From an optimization exercise on the open Yosys and OpenROAD flow, aimed at small area; shortcuts taken in it are not production practice. In this exercise RTL edits were held to simulation tests only and were not proved equivalent to the original. No activity file was given, so power comes from the tool's default toggle rates.

===== flow/design.v =====
`timescale 1ns/1ps
module vga_sync(
	input wire clk, reset,
	input wire [1:0] phase,
	output wire hsync, vsync, video_on, p_tick,
	output wire [9:0] pixel_x, pixel_y);
	reg [9:0] h_count, v_count;
	wire pixel_tick = (phase == 2'd1);
	wire h_end = (h_count == 10'd767);
	wire v_end = (v_count == 10'd524);
	always @(posedge clk) begin
		if (reset) begin
			h_count <= 10'd0;
			v_count <= 10'd0;
		end
		else if (pixel_tick) begin
			h_count <= h_end ? 10'd0 : h_count + 10'd1;
			if (h_end)
				v_count <= v_end ? 10'd0 : v_count + 10'd1;
		end
	end
	wire h_new = (phase == 2'd2);
	wire v_new = h_new && (h_count == 10'd0);
	assign hsync = h_new ? (h_count >= 10'd657 && h_count <= 10'd752)
	                     : (h_count >= 10'd656 && h_count <= 10'd751);
	assign vsync = v_new ? (v_count == 10'd514 || v_count == 10'd515)
	                     : (v_count == 10'd513 || v_count == 10'd514);
	wire h_in = (h_count > 10'd16) && (h_count <= 10'd656);
	wire v_in = (v_count > 10'd10) && (v_count <= 10'd490);
	assign video_on = (h_count < 10'd640) && (v_count < 10'd480);
	assign pixel_x = (h_in && v_in) ? h_count - 10'd16 : 10'd0;
	assign pixel_y = v_in ? v_count - 10'd10 : 10'd0;
	assign p_tick = h_in && v_in && pixel_tick;
endmodule
module map_pix(
	input wire [6:0] col,
	input wire [3:0] row,
	output reg [4:0] q
);
	always @* begin
		case ({col, row})
			11'd11: q = 5'd17;
			11'd12: q = 5'd6;
			11'd13: q = 5'd6;
			11'd14: q = 5'd6;
			11'd27: q = 5'd18;
			11'd28: q = 5'd6;
			11'd29: q = 5'd6;
			11'd30: q = 5'd6;
			11'd34: q = 5'd7;
			11'd35: q = 5'd8;
			11'd43: q = 5'd19;
			11'd44: q = 5'd6;
			11'd45: q = 5'd6;
			11'd46: q = 5'd6;
			11'd50: q = 5'd9;
			11'd51: q = 5'd10;
			11'd60: q = 5'd6;
			11'd61: q = 5'd6;
			11'd62: q = 5'd6;
			11'd75: q = 5'd4;
			11'd76: q = 5'd6;
			11'd77: q = 5'd6;
			11'd78: q = 5'd6;
			11'd92: q = 5'd6;
			11'd93: q = 5'd6;
			11'd94: q = 5'd6;
			11'd107: q = 5'd17;
			11'd108: q = 5'd6;
			11'd109: q = 5'd6;
			11'd110: q = 5'd6;
			11'd123: q = 5'd18;
			11'd124: q = 5'd6;
			11'd125: q = 5'd6;
			11'd126: q = 5'd6;
			11'd139: q = 5'd19;
			11'd140: q = 5'd6;
			11'd141: q = 5'd6;
			11'd142: q = 5'd6;
			11'd156: q = 5'd6;
			11'd157: q = 5'd6;
			11'd158: q = 5'd6;
			11'd159: q = 5'd7;
			11'd160: q = 5'd7;
			11'd161: q = 5'd8;
			11'd171: q = 5'd12;
			11'd172: q = 5'd6;
			11'd173: q = 5'd6;
			11'd174: q = 5'd6;
			11'd175: q = 5'd9;
			11'd176: q = 5'd9;
			11'd177: q = 5'd10;
			11'd188: q = 5'd6;
			11'd189: q = 5'd6;
			11'd190: q = 5'd6;
			11'd203: q = 5'd1;
			11'd204: q = 5'd6;
			11'd205: q = 5'd6;
			11'd206: q = 5'd6;
			11'd218: q = 5'd20;
			11'd219: q = 5'd23;
			11'd220: q = 5'd6;
			11'd221: q = 5'd6;
			11'd222: q = 5'd6;
			11'd233: q = 5'd12;
			11'd234: q = 5'd21;
			11'd235: q = 5'd22;
			11'd236: q = 5'd6;
			11'd237: q = 5'd6;
			11'd238: q = 5'd6;
			11'd252: q = 5'd6;
			11'd253: q = 5'd6;
			11'd254: q = 5'd6;
			11'd259: q = 5'd7;
			11'd260: q = 5'd8;
			11'd267: q = 5'd17;
			11'd268: q = 5'd6;
			11'd269: q = 5'd6;
			11'd270: q = 5'd6;
			11'd275: q = 5'd9;
			11'd276: q = 5'd10;
			11'd283: q = 5'd18;
			11'd284: q = 5'd6;
			11'd285: q = 5'd6;
			11'd286: q = 5'd6;
			11'd299: q = 5'd19;
			11'd300: q = 5'd6;
			11'd301: q = 5'd6;
			11'd302: q = 5'd6;
			11'd316: q = 5'd6;
			11'd317: q = 5'd6;
			11'd318: q = 5'd6;
			11'd332: q = 5'd6;
			11'd333: q = 5'd6;
			11'd334: q = 5'd6;
			11'd344: q = 5'd12;
			11'd345: q = 5'd20;
			11'd346: q = 5'd23;
			11'd347: q = 5'd23;
			11'd348: q = 5'd23;
			11'd349: q = 5'd23;
			11'd350: q = 5'd23;
			11'd361: q = 5'd21;
			11'd362: q = 5'd22;
			11'd363: q = 5'd22;
			11'd364: q = 5'd22;
			11'd365: q = 5'd22;
			11'd366: q = 5'd22;
			11'd379: q = 5'd4;
			11'd380: q = 5'd6;
			11'd381: q = 5'd6;
			11'd382: q = 5'd6;
			11'd395: q = 5'd4;
			11'd396: q = 5'd6;
			11'd397: q = 5'd6;
			11'd398: q = 5'd6;
			11'd411: q = 5'd4;
			11'd412: q = 5'd6;
			11'd413: q = 5'd6;
			11'd414: q = 5'd6;
			11'd424: q = 5'd20;
			11'd425: q = 5'd23;
			11'd426: q = 5'd23;
			11'd427: q = 5'd23;
			11'd428: q = 5'd23;
			11'd429: q = 5'd23;
			11'd430: q = 5'd23;
			11'd440: q = 5'd21;
			11'd441: q = 5'd22;
			11'd442: q = 5'd22;
			11'd443: q = 5'd22;
			11'd444: q = 5'd22;
			11'd445: q = 5'd22;
			11'd446: q = 5'd22;
			11'd459: q = 5'd30;
			11'd460: q = 5'd6;
			11'd461: q = 5'd6;
			11'd462: q = 5'd6;
			11'd475: q = 5'd31;
			11'd476: q = 5'd6;
			11'd477: q = 5'd6;
			11'd478: q = 5'd6;
			11'd492: q = 5'd6;
			11'd493: q = 5'd6;
			11'd494: q = 5'd6;
			11'd504: q = 5'd12;
			11'd505: q = 5'd20;
			11'd506: q = 5'd23;
			11'd507: q = 5'd23;
			11'd508: q = 5'd23;
			11'd509: q = 5'd23;
			11'd510: q = 5'd23;
			11'd515: q = 5'd7;
			11'd516: q = 5'd8;
			11'd521: q = 5'd21;
			11'd522: q = 5'd22;
			11'd523: q = 5'd22;
			11'd524: q = 5'd22;
			11'd525: q = 5'd22;
			11'd526: q = 5'd22;
			11'd531: q = 5'd9;
			11'd532: q = 5'd10;
			11'd540: q = 5'd6;
			11'd541: q = 5'd6;
			11'd542: q = 5'd6;
			11'd556: q = 5'd6;
			11'd557: q = 5'd6;
			11'd558: q = 5'd6;
			11'd604: q = 5'd6;
			11'd605: q = 5'd6;
			11'd606: q = 5'd6;
			11'd620: q = 5'd6;
			11'd621: q = 5'd6;
			11'd622: q = 5'd6;
			11'd635: q = 5'd12;
			11'd636: q = 5'd6;
			11'd637: q = 5'd6;
			11'd638: q = 5'd6;
			11'd652: q = 5'd1;
			11'd653: q = 5'd11;
			11'd654: q = 5'd11;
			11'd657: q = 5'd7;
			11'd658: q = 5'd8;
			11'd666: q = 5'd14;
			11'd668: q = 5'd1;
			11'd669: q = 5'd11;
			11'd670: q = 5'd11;
			11'd673: q = 5'd9;
			11'd674: q = 5'd10;
			11'd684: q = 5'd1;
			11'd685: q = 5'd11;
			11'd686: q = 5'd11;
			11'd697: q = 5'd12;
			11'd698: q = 5'd14;
			11'd700: q = 5'd1;
			11'd701: q = 5'd11;
			11'd702: q = 5'd11;
			11'd716: q = 5'd1;
			11'd717: q = 5'd11;
			11'd718: q = 5'd11;
			11'd732: q = 5'd1;
			11'd733: q = 5'd11;
			11'd734: q = 5'd11;
			11'd748: q = 5'd1;
			11'd749: q = 5'd11;
			11'd750: q = 5'd11;
			11'd761: q = 5'd12;
			11'd762: q = 5'd14;
			11'd764: q = 5'd1;
			11'd765: q = 5'd11;
			11'd766: q = 5'd11;
			11'd770: q = 5'd7;
			11'd771: q = 5'd8;
			11'd780: q = 5'd1;
			11'd781: q = 5'd11;
			11'd782: q = 5'd11;
			11'd786: q = 5'd9;
			11'd787: q = 5'd10;
			11'd796: q = 5'd1;
			11'd797: q = 5'd11;
			11'd798: q = 5'd11;
			11'd810: q = 5'd14;
			11'd812: q = 5'd1;
			11'd813: q = 5'd11;
			11'd814: q = 5'd11;
			11'd828: q = 5'd1;
			11'd829: q = 5'd11;
			11'd830: q = 5'd11;
			11'd844: q = 5'd1;
			11'd845: q = 5'd11;
			11'd846: q = 5'd11;
			11'd857: q = 5'd12;
			11'd858: q = 5'd14;
			11'd860: q = 5'd1;
			11'd861: q = 5'd11;
			11'd862: q = 5'd11;
			11'd867: q = 5'd7;
			11'd868: q = 5'd8;
			11'd876: q = 5'd1;
			11'd877: q = 5'd11;
			11'd878: q = 5'd11;
			11'd883: q = 5'd9;
			11'd884: q = 5'd10;
			11'd892: q = 5'd1;
			11'd893: q = 5'd11;
			11'd894: q = 5'd11;
			11'd908: q = 5'd1;
			11'd909: q = 5'd11;
			11'd910: q = 5'd11;
			11'd924: q = 5'd1;
			11'd925: q = 5'd11;
			11'd926: q = 5'd11;
			11'd937: q = 5'd12;
			11'd938: q = 5'd14;
			11'd940: q = 5'd1;
			11'd941: q = 5'd11;
			11'd942: q = 5'd11;
			11'd956: q = 5'd1;
			11'd957: q = 5'd11;
			11'd958: q = 5'd11;
			11'd972: q = 5'd6;
			11'd973: q = 5'd6;
			11'd974: q = 5'd6;
			11'd988: q = 5'd6;
			11'd989: q = 5'd6;
			11'd990: q = 5'd6;
			11'd1004: q = 5'd6;
			11'd1005: q = 5'd6;
			11'd1006: q = 5'd6;
			11'd1015: q = 5'd12;
			11'd1016: q = 5'd3;
			11'd1020: q = 5'd6;
			11'd1021: q = 5'd6;
			11'd1022: q = 5'd6;
			11'd1032: q = 5'd3;
			11'd1036: q = 5'd6;
			11'd1037: q = 5'd6;
			11'd1038: q = 5'd6;
			11'd1047: q = 5'd12;
			11'd1048: q = 5'd3;
			11'd1052: q = 5'd6;
			11'd1053: q = 5'd6;
			11'd1054: q = 5'd6;
			11'd1063: q = 5'd3;
			11'd1068: q = 5'd6;
			11'd1069: q = 5'd6;
			11'd1070: q = 5'd6;
			11'd1079: q = 5'd5;
			11'd1084: q = 5'd6;
			11'd1085: q = 5'd6;
			11'd1086: q = 5'd6;
			11'd1095: q = 5'd3;
			11'd1099: q = 5'd4;
			11'd1100: q = 5'd6;
			11'd1101: q = 5'd6;
			11'd1102: q = 5'd6;
			11'd1109: q = 5'd12;
			11'd1110: q = 5'd3;
			11'd1115: q = 5'd4;
			11'd1116: q = 5'd6;
			11'd1117: q = 5'd6;
			11'd1118: q = 5'd6;
			11'd1126: q = 5'd3;
			11'd1131: q = 5'd4;
			11'd1132: q = 5'd6;
			11'd1133: q = 5'd6;
			11'd1134: q = 5'd6;
			11'd1142: q = 5'd3;
			11'd1148: q = 5'd6;
			11'd1149: q = 5'd6;
			11'd1150: q = 5'd6;
			11'd1158: q = 5'd26;
			11'd1164: q = 5'd6;
			11'd1165: q = 5'd6;
			11'd1166: q = 5'd6;
			11'd1174: q = 5'd27;
			11'd1175: q = 5'd29;
			11'd1176: q = 5'd29;
			11'd1177: q = 5'd29;
			11'd1178: q = 5'd29;
			11'd1179: q = 5'd29;
			11'd1180: q = 5'd6;
			11'd1181: q = 5'd6;
			11'd1182: q = 5'd6;
			11'd1190: q = 5'd27;
			11'd1191: q = 5'd29;
			11'd1192: q = 5'd29;
			11'd1193: q = 5'd29;
			11'd1194: q = 5'd29;
			11'd1195: q = 5'd29;
			11'd1196: q = 5'd6;
			11'd1197: q = 5'd6;
			11'd1198: q = 5'd6;
			11'd1205: q = 5'd12;
			11'd1206: q = 5'd28;
			11'd1212: q = 5'd6;
			11'd1213: q = 5'd6;
			11'd1214: q = 5'd6;
			11'd1228: q = 5'd6;
			11'd1229: q = 5'd6;
			11'd1230: q = 5'd6;
			11'd1244: q = 5'd6;
			11'd1245: q = 5'd6;
			11'd1246: q = 5'd6;
			11'd1260: q = 5'd6;
			11'd1261: q = 5'd6;
			11'd1262: q = 5'd6;
			11'd1276: q = 5'd6;
			11'd1277: q = 5'd6;
			11'd1278: q = 5'd6;
			11'd1291: q = 5'd4;
			11'd1292: q = 5'd3;
			11'd1293: q = 5'd3;
			11'd1294: q = 5'd3;
			11'd1298: q = 5'd15;
			11'd1299: q = 5'd16;
			11'd1307: q = 5'd4;
			11'd1308: q = 5'd3;
			11'd1309: q = 5'd3;
			11'd1310: q = 5'd3;
			11'd1319: q = 5'd12;
			11'd1320: q = 5'd26;
			11'd1324: q = 5'd3;
			11'd1325: q = 5'd3;
			11'd1326: q = 5'd3;
			11'd1336: q = 5'd27;
			11'd1337: q = 5'd29;
			11'd1338: q = 5'd29;
			11'd1339: q = 5'd29;
			11'd1340: q = 5'd3;
			11'd1341: q = 5'd3;
			11'd1342: q = 5'd3;
			11'd1352: q = 5'd28;
			11'd1356: q = 5'd3;
			11'd1357: q = 5'd3;
			11'd1358: q = 5'd3;
			11'd1372: q = 5'd3;
			11'd1373: q = 5'd3;
			11'd1374: q = 5'd3;
			11'd1394: q = 5'd15;
			11'd1395: q = 5'd16;
			11'd1415: q = 5'd5;
			11'd1416: q = 5'd5;
			11'd1417: q = 5'd5;
			11'd1418: q = 5'd5;
			11'd1419: q = 5'd3;
			11'd1420: q = 5'd3;
			11'd1421: q = 5'd3;
			11'd1422: q = 5'd3;
			11'd1434: q = 5'd13;
			11'd1435: q = 5'd3;
			11'd1436: q = 5'd3;
			11'd1437: q = 5'd3;
			11'd1438: q = 5'd3;
			11'd1439: q = 5'd5;
			11'd1440: q = 5'd5;
			11'd1441: q = 5'd5;
			11'd1442: q = 5'd5;
			11'd1443: q = 5'd5;
			11'd1444: q = 5'd5;
			11'd1445: q = 5'd5;
			11'd1446: q = 5'd5;
			11'd1447: q = 5'd5;
			11'd1448: q = 5'd5;
			11'd1449: q = 5'd5;
			11'd1450: q = 5'd5;
			11'd1451: q = 5'd3;
			11'd1452: q = 5'd3;
			11'd1453: q = 5'd3;
			11'd1454: q = 5'd3;
			11'd1455: q = 5'd5;
			11'd1456: q = 5'd5;
			11'd1457: q = 5'd5;
			11'd1458: q = 5'd11;
			11'd1459: q = 5'd11;
			11'd1460: q = 5'd11;
			11'd1461: q = 5'd5;
			11'd1462: q = 5'd5;
			11'd1463: q = 5'd11;
			11'd1464: q = 5'd5;
			11'd1465: q = 5'd5;
			11'd1466: q = 5'd5;
			11'd1467: q = 5'd3;
			11'd1468: q = 5'd3;
			11'd1469: q = 5'd3;
			11'd1470: q = 5'd3;
			11'd1471: q = 5'd5;
			11'd1472: q = 5'd5;
			11'd1473: q = 5'd5;
			11'd1474: q = 5'd11;
			11'd1475: q = 5'd5;
			11'd1476: q = 5'd11;
			11'd1477: q = 5'd11;
			11'd1478: q = 5'd11;
			11'd1479: q = 5'd11;
			11'd1480: q = 5'd5;
			11'd1481: q = 5'd5;
			11'd1482: q = 5'd5;
			11'd1483: q = 5'd3;
			11'd1484: q = 5'd3;
			11'd1485: q = 5'd3;
			11'd1486: q = 5'd3;
			11'd1487: q = 5'd5;
			11'd1488: q = 5'd5;
			11'd1489: q = 5'd5;
			11'd1490: q = 5'd5;
			11'd1491: q = 5'd5;
			11'd1492: q = 5'd5;
			11'd1493: q = 5'd5;
			11'd1494: q = 5'd5;
			11'd1495: q = 5'd5;
			11'd1496: q = 5'd5;
			11'd1497: q = 5'd5;
			11'd1498: q = 5'd5;
			11'd1499: q = 5'd3;
			11'd1500: q = 5'd3;
			11'd1501: q = 5'd3;
			11'd1502: q = 5'd3;
			11'd1503: q = 5'd5;
			11'd1504: q = 5'd5;
			11'd1505: q = 5'd5;
			11'd1506: q = 5'd11;
			11'd1507: q = 5'd11;
			11'd1508: q = 5'd11;
			11'd1509: q = 5'd5;
			11'd1510: q = 5'd5;
			11'd1511: q = 5'd11;
			11'd1512: q = 5'd5;
			11'd1513: q = 5'd5;
			11'd1514: q = 5'd5;
			11'd1515: q = 5'd3;
			11'd1516: q = 5'd3;
			11'd1517: q = 5'd3;
			11'd1518: q = 5'd3;
			11'd1519: q = 5'd5;
			11'd1520: q = 5'd5;
			11'd1521: q = 5'd5;
			11'd1522: q = 5'd11;
			11'd1523: q = 5'd5;
			11'd1524: q = 5'd11;
			11'd1525: q = 5'd11;
			11'd1526: q = 5'd11;
			11'd1527: q = 5'd11;
			11'd1528: q = 5'd5;
			11'd1529: q = 5'd5;
			11'd1530: q = 5'd5;
			11'd1531: q = 5'd23;
			11'd1532: q = 5'd23;
			11'd1533: q = 5'd23;
			11'd1534: q = 5'd23;
			11'd1535: q = 5'd5;
			11'd1536: q = 5'd5;
			11'd1537: q = 5'd5;
			11'd1538: q = 5'd5;
			11'd1539: q = 5'd5;
			11'd1540: q = 5'd5;
			11'd1541: q = 5'd5;
			11'd1542: q = 5'd5;
			11'd1543: q = 5'd5;
			11'd1544: q = 5'd5;
			11'd1545: q = 5'd5;
			11'd1546: q = 5'd5;
			11'd1547: q = 5'd22;
			11'd1548: q = 5'd22;
			11'd1549: q = 5'd22;
			11'd1550: q = 5'd22;
			11'd1551: q = 5'd5;
			11'd1552: q = 5'd5;
			11'd1553: q = 5'd5;
			11'd1554: q = 5'd11;
			11'd1555: q = 5'd11;
			11'd1556: q = 5'd11;
			11'd1557: q = 5'd5;
			11'd1558: q = 5'd5;
			11'd1559: q = 5'd11;
			11'd1560: q = 5'd5;
			11'd1561: q = 5'd5;
			11'd1562: q = 5'd5;
			11'd1563: q = 5'd3;
			11'd1564: q = 5'd3;
			11'd1565: q = 5'd3;
			11'd1566: q = 5'd3;
			11'd1567: q = 5'd5;
			11'd1568: q = 5'd5;
			11'd1569: q = 5'd5;
			11'd1570: q = 5'd11;
			11'd1571: q = 5'd5;
			11'd1572: q = 5'd11;
			11'd1573: q = 5'd11;
			11'd1574: q = 5'd11;
			11'd1575: q = 5'd11;
			11'd1576: q = 5'd5;
			11'd1577: q = 5'd5;
			11'd1578: q = 5'd5;
			11'd1579: q = 5'd23;
			11'd1580: q = 5'd23;
			11'd1581: q = 5'd23;
			11'd1582: q = 5'd23;
			11'd1583: q = 5'd5;
			11'd1584: q = 5'd5;
			11'd1585: q = 5'd5;
			11'd1586: q = 5'd5;
			11'd1587: q = 5'd5;
			11'd1588: q = 5'd5;
			11'd1589: q = 5'd5;
			11'd1590: q = 5'd5;
			11'd1591: q = 5'd5;
			11'd1592: q = 5'd5;
			11'd1593: q = 5'd5;
			11'd1594: q = 5'd5;
			11'd1595: q = 5'd22;
			11'd1596: q = 5'd24;
			11'd1597: q = 5'd1;
			11'd1598: q = 5'd2;
			default: q = 5'd0;
		endcase
	end
endmodule
module map_solid(
	input wire [6:0] col,
	input wire [3:0] row,
	output reg [0:0] q
);
	always @* begin
		case ({col, row})
			11'd12: q = 1'd1;
			11'd13: q = 1'd1;
			11'd14: q = 1'd1;
			11'd28: q = 1'd1;
			11'd29: q = 1'd1;
			11'd30: q = 1'd1;
			11'd44: q = 1'd1;
			11'd45: q = 1'd1;
			11'd46: q = 1'd1;
			11'd60: q = 1'd1;
			11'd61: q = 1'd1;
			11'd62: q = 1'd1;
			11'd76: q = 1'd1;
			11'd77: q = 1'd1;
			11'd78: q = 1'd1;
			11'd92: q = 1'd1;
			11'd93: q = 1'd1;
			11'd94: q = 1'd1;
			11'd108: q = 1'd1;
			11'd109: q = 1'd1;
			11'd110: q = 1'd1;
			11'd124: q = 1'd1;
			11'd125: q = 1'd1;
			11'd126: q = 1'd1;
			11'd140: q = 1'd1;
			11'd141: q = 1'd1;
			11'd142: q = 1'd1;
			11'd156: q = 1'd1;
			11'd157: q = 1'd1;
			11'd158: q = 1'd1;
			11'd172: q = 1'd1;
			11'd173: q = 1'd1;
			11'd174: q = 1'd1;
			11'd188: q = 1'd1;
			11'd189: q = 1'd1;
			11'd190: q = 1'd1;
			11'd203: q = 1'd1;
			11'd204: q = 1'd1;
			11'd205: q = 1'd1;
			11'd206: q = 1'd1;
			11'd218: q = 1'd1;
			11'd219: q = 1'd1;
			11'd220: q = 1'd1;
			11'd221: q = 1'd1;
			11'd222: q = 1'd1;
			11'd234: q = 1'd1;
			11'd235: q = 1'd1;
			11'd236: q = 1'd1;
			11'd237: q = 1'd1;
			11'd238: q = 1'd1;
			11'd252: q = 1'd1;
			11'd253: q = 1'd1;
			11'd254: q = 1'd1;
			11'd268: q = 1'd1;
			11'd269: q = 1'd1;
			11'd270: q = 1'd1;
			11'd284: q = 1'd1;
			11'd285: q = 1'd1;
			11'd286: q = 1'd1;
			11'd300: q = 1'd1;
			11'd301: q = 1'd1;
			11'd302: q = 1'd1;
			11'd316: q = 1'd1;
			11'd317: q = 1'd1;
			11'd318: q = 1'd1;
			11'd332: q = 1'd1;
			11'd333: q = 1'd1;
			11'd334: q = 1'd1;
			11'd345: q = 1'd1;
			11'd346: q = 1'd1;
			11'd347: q = 1'd1;
			11'd348: q = 1'd1;
			11'd349: q = 1'd1;
			11'd350: q = 1'd1;
			11'd361: q = 1'd1;
			11'd362: q = 1'd1;
			11'd363: q = 1'd1;
			11'd364: q = 1'd1;
			11'd365: q = 1'd1;
			11'd366: q = 1'd1;
			11'd380: q = 1'd1;
			11'd381: q = 1'd1;
			11'd382: q = 1'd1;
			11'd396: q = 1'd1;
			11'd397: q = 1'd1;
			11'd398: q = 1'd1;
			11'd412: q = 1'd1;
			11'd413: q = 1'd1;
			11'd414: q = 1'd1;
			11'd424: q = 1'd1;
			11'd425: q = 1'd1;
			11'd426: q = 1'd1;
			11'd427: q = 1'd1;
			11'd428: q = 1'd1;
			11'd429: q = 1'd1;
			11'd430: q = 1'd1;
			11'd440: q = 1'd1;
			11'd441: q = 1'd1;
			11'd442: q = 1'd1;
			11'd443: q = 1'd1;
			11'd444: q = 1'd1;
			11'd445: q = 1'd1;
			11'd446: q = 1'd1;
			11'd460: q = 1'd1;
			11'd461: q = 1'd1;
			11'd462: q = 1'd1;
			11'd476: q = 1'd1;
			11'd477: q = 1'd1;
			11'd478: q = 1'd1;
			11'd492: q = 1'd1;
			11'd493: q = 1'd1;
			11'd494: q = 1'd1;
			11'd505: q = 1'd1;
			11'd506: q = 1'd1;
			11'd507: q = 1'd1;
			11'd508: q = 1'd1;
			11'd509: q = 1'd1;
			11'd510: q = 1'd1;
			11'd521: q = 1'd1;
			11'd522: q = 1'd1;
			11'd523: q = 1'd1;
			11'd524: q = 1'd1;
			11'd525: q = 1'd1;
			11'd526: q = 1'd1;
			11'd540: q = 1'd1;
			11'd541: q = 1'd1;
			11'd542: q = 1'd1;
			11'd556: q = 1'd1;
			11'd557: q = 1'd1;
			11'd558: q = 1'd1;
			11'd604: q = 1'd1;
			11'd605: q = 1'd1;
			11'd606: q = 1'd1;
			11'd620: q = 1'd1;
			11'd621: q = 1'd1;
			11'd622: q = 1'd1;
			11'd636: q = 1'd1;
			11'd637: q = 1'd1;
			11'd638: q = 1'd1;
			11'd652: q = 1'd1;
			11'd653: q = 1'd1;
			11'd654: q = 1'd1;
			11'd666: q = 1'd1;
			11'd668: q = 1'd1;
			11'd669: q = 1'd1;
			11'd670: q = 1'd1;
			11'd684: q = 1'd1;
			11'd685: q = 1'd1;
			11'd686: q = 1'd1;
			11'd698: q = 1'd1;
			11'd700: q = 1'd1;
			11'd701: q = 1'd1;
			11'd702: q = 1'd1;
			11'd716: q = 1'd1;
			11'd717: q = 1'd1;
			11'd718: q = 1'd1;
			11'd732: q = 1'd1;
			11'd733: q = 1'd1;
			11'd734: q = 1'd1;
			11'd748: q = 1'd1;
			11'd749: q = 1'd1;
			11'd750: q = 1'd1;
			11'd762: q = 1'd1;
			11'd764: q = 1'd1;
			11'd765: q = 1'd1;
			11'd766: q = 1'd1;
			11'd780: q = 1'd1;
			11'd781: q = 1'd1;
			11'd782: q = 1'd1;
			11'd796: q = 1'd1;
			11'd797: q = 1'd1;
			11'd798: q = 1'd1;
			11'd810: q = 1'd1;
			11'd812: q = 1'd1;
			11'd813: q = 1'd1;
			11'd814: q = 1'd1;
			11'd828: q = 1'd1;
			11'd829: q = 1'd1;
			11'd830: q = 1'd1;
			11'd844: q = 1'd1;
			11'd845: q = 1'd1;
			11'd846: q = 1'd1;
			11'd858: q = 1'd1;
			11'd860: q = 1'd1;
			11'd861: q = 1'd1;
			11'd862: q = 1'd1;
			11'd876: q = 1'd1;
			11'd877: q = 1'd1;
			11'd878: q = 1'd1;
			11'd892: q = 1'd1;
			11'd893: q = 1'd1;
			11'd894: q = 1'd1;
			11'd908: q = 1'd1;
			11'd909: q = 1'd1;
			11'd910: q = 1'd1;
			11'd924: q = 1'd1;
			11'd925: q = 1'd1;
			11'd926: q = 1'd1;
			11'd938: q = 1'd1;
			11'd940: q = 1'd1;
			11'd941: q = 1'd1;
			11'd942: q = 1'd1;
			11'd956: q = 1'd1;
			11'd957: q = 1'd1;
			11'd958: q = 1'd1;
			11'd972: q = 1'd1;
			11'd973: q = 1'd1;
			11'd974: q = 1'd1;
			11'd988: q = 1'd1;
			11'd989: q = 1'd1;
			11'd990: q = 1'd1;
			11'd1004: q = 1'd1;
			11'd1005: q = 1'd1;
			11'd1006: q = 1'd1;
			11'd1016: q = 1'd1;
			11'd1020: q = 1'd1;
			11'd1021: q = 1'd1;
			11'd1022: q = 1'd1;
			11'd1032: q = 1'd1;
			11'd1036: q = 1'd1;
			11'd1037: q = 1'd1;
			11'd1038: q = 1'd1;
			11'd1048: q = 1'd1;
			11'd1052: q = 1'd1;
			11'd1053: q = 1'd1;
			11'd1054: q = 1'd1;
			11'd1063: q = 1'd1;
			11'd1068: q = 1'd1;
			11'd1069: q = 1'd1;
			11'd1070: q = 1'd1;
			11'd1079: q = 1'd1;
			11'd1084: q = 1'd1;
			11'd1085: q = 1'd1;
			11'd1086: q = 1'd1;
			11'd1095: q = 1'd1;
			11'd1100: q = 1'd1;
			11'd1101: q = 1'd1;
			11'd1102: q = 1'd1;
			11'd1110: q = 1'd1;
			11'd1116: q = 1'd1;
			11'd1117: q = 1'd1;
			11'd1118: q = 1'd1;
			11'd1126: q = 1'd1;
			11'd1132: q = 1'd1;
			11'd1133: q = 1'd1;
			11'd1134: q = 1'd1;
			11'd1142: q = 1'd1;
			11'd1148: q = 1'd1;
			11'd1149: q = 1'd1;
			11'd1150: q = 1'd1;
			11'd1158: q = 1'd1;
			11'd1164: q = 1'd1;
			11'd1165: q = 1'd1;
			11'd1166: q = 1'd1;
			11'd1174: q = 1'd1;
			11'd1175: q = 1'd1;
			11'd1176: q = 1'd1;
			11'd1177: q = 1'd1;
			11'd1178: q = 1'd1;
			11'd1179: q = 1'd1;
			11'd1180: q = 1'd1;
			11'd1181: q = 1'd1;
			11'd1182: q = 1'd1;
			11'd1190: q = 1'd1;
			11'd1191: q = 1'd1;
			11'd1192: q = 1'd1;
			11'd1193: q = 1'd1;
			11'd1194: q = 1'd1;
			11'd1195: q = 1'd1;
			11'd1196: q = 1'd1;
			11'd1197: q = 1'd1;
			11'd1198: q = 1'd1;
			11'd1206: q = 1'd1;
			11'd1212: q = 1'd1;
			11'd1213: q = 1'd1;
			11'd1214: q = 1'd1;
			11'd1228: q = 1'd1;
			11'd1229: q = 1'd1;
			11'd1230: q = 1'd1;
			11'd1244: q = 1'd1;
			11'd1245: q = 1'd1;
			11'd1246: q = 1'd1;
			11'd1260: q = 1'd1;
			11'd1261: q = 1'd1;
			11'd1262: q = 1'd1;
			11'd1276: q = 1'd1;
			11'd1277: q = 1'd1;
			11'd1278: q = 1'd1;
			11'd1292: q = 1'd1;
			11'd1293: q = 1'd1;
			11'd1294: q = 1'd1;
			11'd1298: q = 1'd1;
			11'd1308: q = 1'd1;
			11'd1309: q = 1'd1;
			11'd1310: q = 1'd1;
			11'd1320: q = 1'd1;
			11'd1324: q = 1'd1;
			11'd1325: q = 1'd1;
			11'd1326: q = 1'd1;
			11'd1336: q = 1'd1;
			11'd1337: q = 1'd1;
			11'd1338: q = 1'd1;
			11'd1339: q = 1'd1;
			11'd1340: q = 1'd1;
			11'd1341: q = 1'd1;
			11'd1342: q = 1'd1;
			11'd1352: q = 1'd1;
			11'd1356: q = 1'd1;
			11'd1357: q = 1'd1;
			11'd1358: q = 1'd1;
			11'd1372: q = 1'd1;
			11'd1373: q = 1'd1;
			11'd1374: q = 1'd1;
			11'd1394: q = 1'd1;
			11'd1415: q = 1'd1;
			11'd1416: q = 1'd1;
			11'd1417: q = 1'd1;
			11'd1418: q = 1'd1;
			11'd1419: q = 1'd1;
			11'd1420: q = 1'd1;
			11'd1421: q = 1'd1;
			11'd1422: q = 1'd1;
			11'd1435: q = 1'd1;
			11'd1436: q = 1'd1;
			11'd1437: q = 1'd1;
			11'd1438: q = 1'd1;
			11'd1440: q = 1'd1;
			11'd1441: q = 1'd1;
			11'd1442: q = 1'd1;
			11'd1443: q = 1'd1;
			11'd1444: q = 1'd1;
			11'd1445: q = 1'd1;
			11'd1446: q = 1'd1;
			11'd1447: q = 1'd1;
			11'd1448: q = 1'd1;
			11'd1449: q = 1'd1;
			11'd1450: q = 1'd1;
			11'd1451: q = 1'd1;
			11'd1452: q = 1'd1;
			11'd1453: q = 1'd1;
			11'd1454: q = 1'd1;
			11'd1456: q = 1'd1;
			11'd1457: q = 1'd1;
			11'd1458: q = 1'd1;
			11'd1459: q = 1'd1;
			11'd1460: q = 1'd1;
			11'd1461: q = 1'd1;
			11'd1462: q = 1'd1;
			11'd1463: q = 1'd1;
			11'd1464: q = 1'd1;
			11'd1465: q = 1'd1;
			11'd1466: q = 1'd1;
			11'd1467: q = 1'd1;
			11'd1468: q = 1'd1;
			11'd1469: q = 1'd1;
			11'd1470: q = 1'd1;
			11'd1472: q = 1'd1;
			11'd1473: q = 1'd1;
			11'd1474: q = 1'd1;
			11'd1475: q = 1'd1;
			11'd1476: q = 1'd1;
			11'd1477: q = 1'd1;
			11'd1478: q = 1'd1;
			11'd1479: q = 1'd1;
			11'd1480: q = 1'd1;
			11'd1481: q = 1'd1;
			11'd1482: q = 1'd1;
			11'd1483: q = 1'd1;
			11'd1484: q = 1'd1;
			11'd1485: q = 1'd1;
			11'd1486: q = 1'd1;
			11'd1488: q = 1'd1;
			11'd1489: q = 1'd1;
			11'd1490: q = 1'd1;
			11'd1491: q = 1'd1;
			11'd1492: q = 1'd1;
			11'd1493: q = 1'd1;
			11'd1494: q = 1'd1;
			11'd1495: q = 1'd1;
			11'd1496: q = 1'd1;
			11'd1497: q = 1'd1;
			11'd1498: q = 1'd1;
			11'd1499: q = 1'd1;
			11'd1500: q = 1'd1;
			11'd1501: q = 1'd1;
			11'd1502: q = 1'd1;
			11'd1504: q = 1'd1;
			11'd1505: q = 1'd1;
			11'd1506: q = 1'd1;
			11'd1507: q = 1'd1;
			11'd1508: q = 1'd1;
			11'd1509: q = 1'd1;
			11'd1510: q = 1'd1;
			11'd1511: q = 1'd1;
			11'd1512: q = 1'd1;
			11'd1513: q = 1'd1;
			11'd1514: q = 1'd1;
			11'd1515: q = 1'd1;
			11'd1516: q = 1'd1;
			11'd1517: q = 1'd1;
			11'd1518: q = 1'd1;
			11'd1520: q = 1'd1;
			11'd1521: q = 1'd1;
			11'd1522: q = 1'd1;
			11'd1523: q = 1'd1;
			11'd1524: q = 1'd1;
			11'd1525: q = 1'd1;
			11'd1526: q = 1'd1;
			11'd1527: q = 1'd1;
			11'd1528: q = 1'd1;
			11'd1529: q = 1'd1;
			11'd1530: q = 1'd1;
			11'd1531: q = 1'd1;
			11'd1532: q = 1'd1;
			11'd1533: q = 1'd1;
			11'd1534: q = 1'd1;
			11'd1536: q = 1'd1;
			11'd1537: q = 1'd1;
			11'd1538: q = 1'd1;
			11'd1539: q = 1'd1;
			11'd1540: q = 1'd1;
			11'd1541: q = 1'd1;
			11'd1542: q = 1'd1;
			11'd1543: q = 1'd1;
			11'd1544: q = 1'd1;
			11'd1545: q = 1'd1;
			11'd1546: q = 1'd1;
			11'd1547: q = 1'd1;
			11'd1548: q = 1'd1;
			11'd1549: q = 1'd1;
			11'd1550: q = 1'd1;
			11'd1552: q = 1'd1;
			11'd1553: q = 1'd1;
			11'd1554: q = 1'd1;
			11'd1555: q = 1'd1;
			11'd1556: q = 1'd1;
			11'd1557: q = 1'd1;
			11'd1558: q = 1'd1;
			11'd1559: q = 1'd1;
			11'd1560: q = 1'd1;
			11'd1561: q = 1'd1;
			11'd1562: q = 1'd1;
			11'd1563: q = 1'd1;
			11'd1564: q = 1'd1;
			11'd1565: q = 1'd1;
			11'd1566: q = 1'd1;
			11'd1568: q = 1'd1;
			11'd1569: q = 1'd1;
			11'd1570: q = 1'd1;
			11'd1571: q = 1'd1;
			11'd1572: q = 1'd1;
			11'd1573: q = 1'd1;
			11'd1574: q = 1'd1;
			11'd1575: q = 1'd1;
			11'd1576: q = 1'd1;
			11'd1577: q = 1'd1;
			11'd1578: q = 1'd1;
			11'd1579: q = 1'd1;
			11'd1580: q = 1'd1;
			11'd1581: q = 1'd1;
			11'd1582: q = 1'd1;
			11'd1584: q = 1'd1;
			11'd1585: q = 1'd1;
			11'd1586: q = 1'd1;
			11'd1587: q = 1'd1;
			11'd1588: q = 1'd1;
			11'd1589: q = 1'd1;
			11'd1590: q = 1'd1;
			11'd1591: q = 1'd1;
			11'd1592: q = 1'd1;
			11'd1593: q = 1'd1;
			11'd1594: q = 1'd1;
			11'd1595: q = 1'd1;
			11'd1597: q = 1'd1;
			default: q = 1'd0;
		endcase
	end
endmodule
module map_one(
	input wire [6:0] col,
	input wire [3:0] row,
	output reg [0:0] q
);
	always @* begin
		case ({col, row})
			11'd203: q = 1'd1;
			11'd652: q = 1'd1;
			11'd668: q = 1'd1;
			11'd684: q = 1'd1;
			11'd700: q = 1'd1;
			11'd716: q = 1'd1;
			11'd732: q = 1'd1;
			11'd748: q = 1'd1;
			11'd764: q = 1'd1;
			11'd780: q = 1'd1;
			11'd796: q = 1'd1;
			11'd812: q = 1'd1;
			11'd828: q = 1'd1;
			11'd844: q = 1'd1;
			11'd860: q = 1'd1;
			11'd876: q = 1'd1;
			11'd892: q = 1'd1;
			11'd908: q = 1'd1;
			11'd924: q = 1'd1;
			11'd940: q = 1'd1;
			11'd956: q = 1'd1;
			11'd1597: q = 1'd1;
			default: q = 1'd0;
		endcase
	end
endmodule
module map_one13(
	input wire [6:0] col,
	input wire [3:0] row,
	output reg [0:0] q
);
	always @* begin
		case ({col, row})
			11'd203: q = 1'd1;
			11'd652: q = 1'd1;
			11'd668: q = 1'd1;
			11'd684: q = 1'd1;
			11'd700: q = 1'd1;
			11'd716: q = 1'd1;
			11'd732: q = 1'd1;
			11'd748: q = 1'd1;
			11'd764: q = 1'd1;
			11'd780: q = 1'd1;
			11'd796: q = 1'd1;
			11'd812: q = 1'd1;
			11'd828: q = 1'd1;
			11'd844: q = 1'd1;
			11'd860: q = 1'd1;
			11'd876: q = 1'd1;
			11'd892: q = 1'd1;
			11'd908: q = 1'd1;
			11'd924: q = 1'd1;
			11'd940: q = 1'd1;
			11'd956: q = 1'd1;
			11'd1434: q = 1'd1;
			11'd1597: q = 1'd1;
			default: q = 1'd0;
		endcase
	end
endmodule
`timescale 1ns / 1ps
module mario_movement(
    input wire clk, reset,
    input wire umovable, dmovable,
    input wire up, input wire backward, input wire forward,
    input wire shift_zero,
    input wire vga_clk,
    input wire [1:0] game_state,
    output wire beginning,
    output reg mv_up, mv_down,
    output reg [3:0] mario_x,
    output reg [4:0] mario_y
);
	parameter GAME_END = 2'd0;
	parameter GAME_START = 2'd2;
	wire game_end = (game_state == GAME_END);
	wire start = (game_state == GAME_START);
	reg [2:0] up_counter;
	assign beginning = (mario_x <= 4'd10);
	wire up_stop = (up_counter == 3'd6) || !umovable;
	reg n_up, n_down;
	always @* begin
		n_up = 1'b0;
		n_down = 1'b0;
		if (mv_up) begin
			if (game_end ? (up_counter == 3'd3) : up_stop) n_down = 1'b1;
			else n_up = 1'b1;
		end
		else if (mv_down) begin
			n_down = dmovable && (mario_y != 5'd15);
		end
		else begin
			if (game_end || up) n_up = 1'b1;
			else n_down = dmovable;
		end
	end
	always @(posedge clk) begin
		if (reset || start) begin
			mv_up <= 1'b0;
			mv_down <= 1'b0;
			mario_x <= 4'd1;
			mario_y <= 5'd12;
			up_counter <= 3'd1;
		end
		else begin
			mv_up <= n_up;
			mv_down <= n_down;
			if (beginning) begin
				if (forward) mario_x <= mario_x + 4'd1;
				else if (backward && mario_x > 4'd1) mario_x <= mario_x - 4'd1;
			end
			else if (shift_zero && backward)
				mario_x <= mario_x - 4'd1;
			if (mv_up) begin
				mario_y <= mario_y - vga_clk;
				if (up_stop) up_counter <= 3'd1;
				else up_counter <= up_counter + vga_clk;
			end
			else if (mv_down)
				mario_y <= mario_y + vga_clk;
			else
				up_counter <= 3'd1;
		end
	end
endmodule
`timescale 1ns / 1ps
module bitmap_gen(
	input wire clk, reset,
	input wire video_on,
	input wire up, input wire backward, input wire forward, input wire down,
	input wire beginning,
	input wire [3:0] mario_x,
	input wire [4:0] mario_y,
	input wire mv_up, mv_down,
	input wire [9:0] pix_x, pix_y,
	input wire coin_display,
	input wire mario_dir_in,
	input wire [11:0] sprite1_out, sprite2_out,
	output wire [13:0] sprite_addr,
	output wire [11:0] bit_rgb,
	output wire shift_zero,
	output wire vga_clk,
	output wire umovable,
	output wire dmovable,
	output reg [1:0] game_state,
	output reg [3:0] d0, d1, d2,
	output reg [6:0] thou
);
	parameter TRANSPARENT_COLOR = 12'b111101001111;
	parameter SKY_COLOR = 12'b001010011000;
	parameter GAME_END = 2'd0;
	parameter GAME_ING = 2'd1;
	parameter GAME_START = 2'd2;
	wire st_end = (game_state == GAME_END);
	wire st_ing = (game_state == GAME_ING);
	wire st_start = (game_state == GAME_START);
	wire anykey = up || down || forward || backward;
	reg [6:0] shift_map;           
	assign shift_zero = (shift_map == 7'd0);
	reg [10:0] vga_counter;
	assign vga_clk = (vga_counter == 11'd2000);
	always @(posedge clk) begin
		if (reset || st_start || !(mv_up || mv_down || st_end) || vga_clk)
			vga_counter <= 11'd1;
		else
			vga_counter <= vga_counter + 11'd1;
	end
	wire [6:0] c = shift_map + {3'b0, mario_x} - 7'd1;
	function [6:0] rowfix;    
		input [5:0] r;        
		begin
			if (r[5])                rowfix = {3'b111, r[3:0] + 4'd15};
			else if (r < 6'd15)      rowfix = {3'b000, r[3:0]};
			else if (r < 6'd30)      rowfix = {3'b001, r[3:0] - 4'd15};
			else                     rowfix = {3'b010, r[3:0] - 4'd14};
		end
	endfunction
	wire [6:0] rf_m1 = rowfix({1'b0, mario_y} - 6'd1);
	wire [6:0] rf_m2 = rowfix({1'b0, mario_y} - 6'd2);
	wire [6:0] rf_0  = rowfix({1'b0, mario_y});
	wire [7:0] col_f = {1'b0, c} + 8'd1 + {{5{rf_m1[6]}}, rf_m1[6:4]};
	wire [7:0] col_b = {1'b0, c} - 8'd1 + {{5{rf_m1[6]}}, rf_m1[6:4]};
	wire [7:0] col_u = {1'b0, c} + {{5{rf_m2[6]}}, rf_m2[6:4]};
	wire [7:0] col_d = {1'b0, c} + {{5{rf_0[6]}}, rf_0[6:4]};
	wire sf, sb, su, sd, of, ob, ou, od;
	map_solid  solid_f(.col(col_f[6:0]), .row(rf_m1[3:0]), .q(sf));
	map_solid  solid_b(.col(col_b[6:0]), .row(rf_m1[3:0]), .q(sb));
	map_solid  solid_u(.col(col_u[6:0]), .row(rf_m2[3:0]), .q(su));
	map_solid  solid_d(.col(col_d[6:0]), .row(rf_0[3:0]),  .q(sd));
	map_one    one_f(.col(col_f[6:0]), .row(rf_m1[3:0]), .q(of));
	map_one    one_b(.col(col_b[6:0]), .row(rf_m1[3:0]), .q(ob));
	map_one    one_u(.col(col_u[6:0]), .row(rf_m2[3:0]), .q(ou));
	map_one13  one_d(.col(col_d[6:0]), .row(rf_0[3:0]),  .q(od));
	reg front_solid, back_solid, up_solid, down_solid, hit;
	always @(posedge clk) begin
		front_solid <= sf && !col_f[7];
		back_solid  <= sb && !col_b[7];
		up_solid    <= su && !col_u[7];
		down_solid  <= sd && !col_d[7];
		hit <= (of && !col_f[7]) || (ob && !col_b[7]) || (ou && !col_u[7]) || (od && !col_d[7]);
	end
	assign umovable = !up_solid;
	assign dmovable = !down_solid;
	wire rmovable = !beginning && !st_end && !front_solid;
	wire lmovable = !beginning && !st_end && !back_solid;
	wire restart = (mario_y == 5'd15) || hit;
	reg [2:0] restart_counter;
	always @(posedge clk) begin
		if (reset) begin
			game_state <= GAME_START;
			restart_counter <= 3'd1;
		end
		else begin
			case (game_state)
				GAME_START: game_state <= anykey ? GAME_ING : GAME_START;
				GAME_ING:   game_state <= restart ? GAME_END : GAME_ING;
				GAME_END:   game_state <= (restart_counter == 3'd6) ? GAME_START : GAME_END;
				default:    game_state <= game_state;
			endcase
			if (st_end) restart_counter <= restart_counter + vga_clk;
			else restart_counter <= 3'd1;
		end
	end
	always @(posedge clk) begin
		if (reset || st_start)
			shift_map <= 7'd0;
		else if (rmovable && forward && shift_map < 7'd80)
			shift_map <= shift_map + 7'd1;
		else if (lmovable && backward && !shift_zero)
			shift_map <= shift_map - 7'd1;
	end
	wire [4:0] cx = pix_x[9:5];
	wire [4:0] cy = pix_y[9:5];
	wire in_mario = (cx == {1'b0, mario_x} - 5'd1) && (pix_x[4:0] != 5'd31) &&
	                (cy == mario_y - 5'd1);
	wire [6:0] pcol = shift_map + {2'b0, cx};
	wire [4:0] pix_code;
	map_pix pix_rom(.col(pcol), .row(cy[3:0]), .q(pix_code));
	reg [4:0] sprite_block;
	always @(posedge clk)
		sprite_block <= in_mario ? (mario_dir_in ? 5'd2 : 5'd24) : pix_code;
	wire [4:0] sbm1 = sprite_block - 5'd1;
	assign sprite_addr = {sbm1[3:0], pix_y[4:0], pix_x[4:0]};
	wire is_sprite2 = (sprite_block > 5'd16);
	wire [11:0] spr = is_sprite2 ? sprite2_out : sprite1_out;
	wire is_sky = (sprite_block == 5'd0) || (!coin_display && sprite_block == 5'd12) ||
	              (spr == TRANSPARENT_COLOR);
	assign bit_rgb = !video_on ? 12'd0 : is_sky ? SKY_COLOR : spr;
	reg [5:0] ms_counter;
	wire ms_tick = (ms_counter == 6'd50);
	wire time_clear = reset || (st_start && anykey);
	always @(posedge clk) begin
		if (time_clear || ms_tick || !st_ing)
			ms_counter <= 6'd0;
		else
			ms_counter <= ms_counter + 6'd1;
	end
	wire t_wrap = (thou == 7'd65) && (d2 == 4'd5) && (d1 == 4'd3) && (d0 == 4'd5);
	always @(posedge clk) begin
		if (time_clear || (st_ing && ms_tick && t_wrap)) begin
			d0 <= 4'd0; d1 <= 4'd0; d2 <= 4'd0; thou <= 7'd0;
		end
		else if (st_ing && ms_tick) begin
			if (d0 != 4'd9) d0 <= d0 + 4'd1;
			else begin
				d0 <= 4'd0;
				if (d1 != 4'd9) d1 <= d1 + 4'd1;
				else begin
					d1 <= 4'd0;
					if (d2 != 4'd9) d2 <= d2 + 4'd1;
					else begin
						d2 <= 4'd0;
						thou <= thou + 7'd1;
					end
				end
			end
		end
	end
endmodule
module toBCD(out, out_BCD);
    input [3:0] out;
    output [6:0] out_BCD;
    reg [6:0] out_BCD;
    always @(*) begin
        case (out)
            4'd0: out_BCD = 7'b0000001;
            4'd1: out_BCD = 7'b1001111;
            4'd2: out_BCD = 7'b0010010;
            4'd3: out_BCD = 7'b0000110;
            4'd4: out_BCD = 7'b1001100;
            4'd5: out_BCD = 7'b0100100;
            4'd6: out_BCD = 7'b0100000;
            4'd7: out_BCD = 7'b0001111;
            4'd8: out_BCD = 7'b0000000;
            4'd9: out_BCD = 7'b0000100;
            4'd10: out_BCD = 7'b1111111;  
            default: out_BCD = 7'b1111110;  
        endcase
    end
endmodule
module display_7seg (clk, reset, dcnt, d0, d1, d2, thou, seg, an);
    input clk, reset;
    input [16:0] dcnt;
    input [3:0] d0, d1, d2;
    input [6:0] thou;
    output reg [6:0] seg;
    output reg [3:0] an;
    reg [1:0] an_index;
    reg [3:0] displayed_item;
    reg [3:0] next_an;
    wire [6:0] next_seg;
    wire display_clk = (dcnt == 17'd1);
    toBCD t(displayed_item, next_seg);
    always @(*) begin
        case (an_index)
            2'b11 : displayed_item = thou[3:0];
            2'b10 : displayed_item = d2;
            2'b01 : displayed_item = d1;
            default : displayed_item = d0;
        endcase
    end
    always @(*) begin
        case (an_index)
            2'b00 : next_an = 4'b1110;
            2'b01 : next_an = 4'b1101;
            2'b10 : next_an = 4'b1011;
            default : next_an = 4'b0111;
        endcase
    end
    always @(posedge clk) begin
        if (reset) begin
            seg <= 7'b1111111;
            an_index <= 2'b0;
            an <= 4'b1111;
        end
        else begin
            seg <= next_seg;
            an_index <= an_index + display_clk;
            an <= next_an;
        end
    end
endmodule
`timescale 1ns / 1ps
module mario(
	input wire clk, reset,
	input wire key_valid,           
	input wire [8:0] key_code,      
	input wire key_is_down,         
	input wire coin_display,
	output wire [13:0] sprite_addr,
	input wire [11:0] sprite1_data,
	input wire [11:0] sprite2_data,
	output wire hsync, vsync,
	output wire [11:0] rgb,
	output [6:0] seg,
    output [3:0] an
    );
	parameter [8:0] KEY_CODES_w = 9'b0_0001_1101;  
	parameter [8:0] KEY_CODES_a = 9'b0_0001_1100;  
	parameter [8:0] KEY_CODES_s = 9'b0_0001_1011;  
	parameter [8:0] KEY_CODES_d = 9'b0_0010_0011;  
	wire [9:0] pixel_x, pixel_y;
	wire video_on, pixel_tick;
	reg [11:0] rgb_reg;
	wire [11:0] rgb_next;
	wire key_w = (key_code == KEY_CODES_w);
	wire key_a = (key_code == KEY_CODES_a);
	wire key_s = (key_code == KEY_CODES_s);
	wire key_d = (key_code == KEY_CODES_d);
	wire pressed = key_valid && key_is_down;
	wire up = pressed && key_w;
	wire backward = pressed && key_a;
	wire down = pressed && key_s;
	wire forward = pressed && key_d;
	wire beginning, mv_up, mv_down;
	wire [3:0] mario_x;
	wire [4:0] mario_y;
	wire [1:0] game_state;
	wire [3:0] d0, d1, d2;
	wire [6:0] thou;
	wire vga_clk, shift_zero;
	wire umovable, dmovable;
	reg [16:0] dcnt;
	always @(posedge clk)
		dcnt <= reset ? 17'd0 : dcnt + 17'd1;
	reg mario_dir;
	always @(posedge clk) begin
		if (reset) mario_dir <= 1'b1;
		else if (key_d) mario_dir <= 1'b1;
		else if (key_a) mario_dir <= 1'b0;
	end
	vga_sync vga_unit(
		.clk(clk), .reset(reset), .phase(dcnt[1:0]),
		.hsync(hsync), .vsync(vsync),
		.video_on(video_on), .p_tick(pixel_tick),
		.pixel_x(pixel_x), .pixel_y(pixel_y)
	);
	mario_movement mario_move(
		.clk(clk), .reset(reset),
		.umovable(umovable), .dmovable(dmovable),
		.up(up), .backward(backward), .forward(forward),
		.shift_zero(shift_zero),
		.vga_clk(vga_clk),
		.game_state(game_state),
		.beginning(beginning),
		.mv_up(mv_up), .mv_down(mv_down),
		.mario_x(mario_x), .mario_y(mario_y)
	);
	bitmap_gen bitmap_unit(
		.clk(clk), .reset(reset),
		.video_on(video_on),
		.up(up), .backward(backward), .forward(forward), .down(down),
		.beginning(beginning),
		.mario_x(mario_x), .mario_y(mario_y),
		.mv_up(mv_up), .mv_down(mv_down),
		.pix_x(pixel_x), .pix_y(pixel_y),
		.coin_display(coin_display),
		.mario_dir_in(mario_dir),
		.sprite1_out(sprite1_data), .sprite2_out(sprite2_data),
		.sprite_addr(sprite_addr),
		.bit_rgb(rgb_next),
		.shift_zero(shift_zero),
		.vga_clk(vga_clk),
		.umovable(umovable), .dmovable(dmovable),
		.game_state(game_state),
		.d0(d0), .d1(d1), .d2(d2), .thou(thou)
	);
	display_7seg display(.clk(clk), .reset(reset), .dcnt(dcnt),
	                     .d0(d0), .d1(d1), .d2(d2), .thou(thou),
	                     .seg(seg), .an(an));
	always @(posedge clk) begin
		if (reset)
			rgb_reg <= 12'd0;
		else if (pixel_tick)
			rgb_reg <= rgb_next;
	end
	assign rgb = rgb_reg;
endmodule

===== flow/config.mk =====
export PLATFORM = sky130hd
export DESIGN_NAME = mario
export DESIGN_NICKNAME = mario
export VERILOG_FILES = /design/flow/design.v
export SDC_FILE = /design/flow/constraint.sdc
export NUM_CORES = 4
export LEC_CHECK = 0
export CAP_MARGIN = 20
export CORE_MARGIN = 2
export CORE_UTILIZATION = 40
export SLEW_MARGIN = 20
export SYNTH_MEMORY_MAX_BITS = 16384

===== flow/run.sh =====
#!/bin/bash
# synth_recipe.tcl (not shown) runs the flow's synth.tcl, then flattens the netlist and writes it again
# the make line also repeats each setting of config.mk as NAME=value (left out here)
make -C /OpenROAD-flow-scripts/flow DESIGN_CONFIG=/design/flow/config.mk WORK_HOME=/design/flow/orfs CLKGATE_MAP_FILE= SYNTH_SCRIPT=/design/flow/synth_recipe.tcl finish

===== flow/constraint.sdc =====
create_clock -name core_clock -period 30.0 [get_ports {clk}]
set_input_delay 6.0000 -clock core_clock [delete_from_list [all_inputs] [get_ports {clk}]]
set_output_delay 6.0000 -clock core_clock [all_outputs]
set_load 0.01 [all_outputs]

==> reports/metrics.cfg <==
[outcome]
status = timing/DRC/antenna clean

[sta]
final-max-slew-violation-count = 0
fmax_ghz = 0.108
worst_pin_slew_ns = 1.03
finalCriticalPeriod_ns = 9.23
clock_skew_ns = 0.0125
postLayoutSetupSlackWorst_ns = 20.77
finalSetupViolations = 0
setup_tns_ns = 0
hold_viol_final = 0
period_share_pct = 30.8
rsz0062_at_grt = no
relSlewSlack_pct = 30.5
holdWs_ns = 0.455

[worst_setup_path]
path_cells = clkdlybuf4s50_1 > nor4b_1 > nand4_1 > or2_2 > nor4_1 > inv_1 > fa_1 > a21o_1 > a21oi_1 > o21bai_1 > a21oi_1 > xor2_1 > nand2_1 > xor2_1 > nor2_1
startpoint = key_code[1]
critPathRequiredTime_ns = 30.29
rr_startpoint = vga_unit.v_count[1]
slowest_stage = clkdlybuf4s50_1
end_kind = flop
worst_setup_path_start_kind = primary input
cpPeakStageDelay_ns = 0.51
critPathMaxFanout = 7
crit_arrival_ns = 9.52
critPathKind = primary input to flop

[grt]
grt_max_degree = 61
grt_pass1_vias = 14600
track_usage_pct = 23.8
gr-total-overflow = 0
antenna_found_initial = 0
grt_pass1_wl_um = 75800

[route]
drc_errors = 0
wl_per_cell_um = 18.4
ant_nets = 0
dr.pass1.iters = 6
wl_met2_um = 20800
wl_met1_um = 20400
totalWireLength_um = 46500
routed.top_layer = met4
viasPerCell = 6.19
vias = 15700
wl_met3_um = 3550
initialDrtViolationCount = 1696

[placed_design]
placed_cells = 2500
place_hpwl_um = 33300
port_buffers = 76
pre_cts_slack_ns = 20.32
gp_congestion = 0.994
postPlaceCellArea_um2 = 15700

[synthesis]
synth_cell_types = 94
ys.flop_type = dfxtp_1
yosysTopAreaCell = dfxtp_1
async_flop_share_pct = 0
syn-mean-instance-area_um2 = 7.14
synth_nets = 2215
synth-edff-count = 0
synthDominantCellAreaShare_pct = 18.4
synth_cells = 2055
netlist_area_um2 = 14700
yosys_warnings = 10
ys_seq_area_share_pct = 18.4
ys_ff_latch = 135
yosys-top-cells-area = dfxtp_1 (18%), ha_1 (9.7%), nor2_1 (6.4%), xnor2_1 (5.0%), a21oi_1 (4.9%)

[clock_network]
cts_hold_buf = 0
cts_sinks = 135
postCtsSetupRepairBufs = 0
cts_resized = 0
path_clk_slew_ns = 0.06
clockBufferDepth = 2
clkLatencyLatePin_ns = 0.43
cts_buffers = 17
cts_root_buf = clkbuf_16
tritoncts = done
h-tree-depth = 4

[die]
die_height_um = 196
initial_core_util_pct = 40.4
io_pins = 77
num_rows = 70
die_w_um = 196
core_region_area_um2 = 36300
dieArea_um2 = 38200

[pwr]
power_uw = 405
p_leak_nw = 6.04
ir_drop_v = 0.0000404
power_density_nw_per_um2 = 24.8

[worst_hold_path]
min_from = rgb_reg[7]
min_path_type = flop to flop

[layout]
final_util_pct = 44.8
drive_gt1_share_pct = 4.75
fillers = 3666
num_antenna_cells = 0
layout.cells.non_filler = 2531
stdcell_area_um2 = 16300
final_nets = 2211
syn_to_final_growth_pct = 11.0
largest_reg_flops = 17

[run]
drv_cap = 0

==> cell usage in the layout, fill, tap and decap left out, types with 24 or more instances in the layout <==
cell             count
ha_1               114
dfxtp_1            135
nor2b_1             29
o211ai_1            33
nand4_1             32
a211oi_1            26
xnor2_1             82
buf_4               26
mux2i_1             24
a21oi_1            145
nand2_1            183
nor2_1             250
nor4_1              30
clkdlybuf4s50_1     75
a31oi_1             34
nor3_1              62
and3_1              24
inv_1              104
xor2_1              55
nand3_1             78
o21ai_0            107
==> final timing paths <==
kind | to | depth (start not counted) | slack (ns)
max | bitmap_unit.shift_map[6] | 15 | 20.77
min | rgb_reg[7] | 2 | 0.45
min reg2reg | rgb_reg[7] | 2 | 0.45
max reg2reg | bitmap_unit.sprite_block[1] | 18 | 23.85
==> where the power goes <==
part | leakage, nW | switching, mW | total, mW | internal [mW]
combinational | 4.68 | 0.00827 | 0.0182 | 0.00994
sequential | 1.09 | 0.00233 | 0.184 | 0.181
clock | 0.274 | 0.0861 | 0.203 | 0.117
total | 6.04 | 0.0967 | 0.405 | 0.308
==> final cells by class <==
cell class | count | area [µm²] | share of cell area [%]
Clock buffer | 18 | 439 | 2.70
Clock inverter | 13 | 124 | 0.761
Inverter | 108 | 408 | 2.50
Multi-Input combinational cell | 1687 | 11100 | 68.0
Sequential cell | 135 | 2700 | 16.6
Tap cell | 468 | 586 | 3.60
Timing Repair Buffer | 102 | 951 | 5.84
==> per-layer routing <==
| layer | vias to the layer above | global-route usage, % |
|---|---|---|
| li1 | 7475 | - |
| met1 | 7255 | 32.0 |
| met2 | 782 | 37.9 |
| met3 | 167 | 3.83 |
| met4 | 0 | 9.53 |
| met5 | - | 0 |
==> cells in the mapped netlist, types with 8 or more instances <==
| cell | count |
|---|---|
| o311ai_0 | 10 |
| a22oi_1 | 8 |
| inv_1 | 104 |
| nand2b_1 | 23 |
| nand2_1 | 183 |
| mux2i_1 | 24 |
| o21ai_0 | 107 |
| buf_1 | 8 |
| and2_1 | 16 |
| nand3_1 | 78 |
| a311oi_1 | 11 |
| nor2b_1 | 29 |
| o31ai_1 | 17 |
| clkbuf_1 | 96 |
| a2bb2oi_1 | 9 |
| buf_2 | 19 |
| dfxtp_1 | 135 |
| o21a_1 | 8 |
| nand4_1 | 32 |
| nand3b_1 | 8 |
| a211oi_1 | 27 |
| fa_1 | 8 |
| o21bai_1 | 12 |
| and3_1 | 24 |
| xnor2_1 | 83 |
| a31oi_1 | 34 |
| nor2_1 | 251 |
| xor2_1 | 55 |
| or3_1 | 19 |
| o2111ai_1 | 11 |
| a2111oi_0 | 9 |
| o211ai_1 | 33 |
| nor4_1 | 30 |
| o221ai_1 | 8 |
| ha_1 | 114 |
| a21o_1 | 22 |
| o22ai_1 | 11 |
| a21oi_1 | 145 |
| a221oi_1 | 9 |
| nor3b_1 | 9 |
| nor3_1 | 62 |
==> worst max-delay path, delay by kind of cell <==
| family | cells | cell delay, ns |
|---|---|---|
| and+or+nand+nor | 6 | 1.34 |
| buffers and inverters | 2 | 0.75 |
| AOI/OAI and AO/OA | 4 | 0.70 |
| adders and majority gates | 1 | 0.44 |
| xor gates and xnor gates | 2 | 0.29 |
==> cell families (layout without fill, tap and decap cells) <==
group | Yosys count | in the layout | share of synthesized area [%]
and+or+nand+nor | 811 | 811 | 26.9
AOI/OAI and AO/OA | 580 | 580 | 26.5
buffers and inverters | 233 | 241 | 6.19
xor gates and xnor gates | 140 | 140 | 8.50
DFF | 135 | 135 | 18.4
adders and majority gates | 122 | 122 | 10.8
muxes | 34 | 34 | 2.71

## afterwards: timing with drivers on the ports
Ports are ideal in the flow. The routed layout listed here was re-timed in OpenROAD.
Step 1, drivers: a clkbuf_16 drives clk and a buf_2 each remaining input, both assumed.
Step 2 adds t to the input delays and takes it off the output delays; t is the mean of the earliest and latest rising clock arrival at the registers after step 1. Input paths then give back, and output paths get back, about the clock's delay inside the block.
Three values: ideal, step 1, step 2; two values: the first two.
t, ns: 0.474
setup WS [ns]: 20.765 / 20.789 / 20.315
hold WS [ns]: 0.455 / 0.455 / 0.455
worst setup path after step 2: input to register
worst slew at a driven data input, ns: 0.04
After both steps setup and hold are still met in this run. The setup slack of this run moves by +0.024 ns with the drivers and by -0.450 ns with both steps.
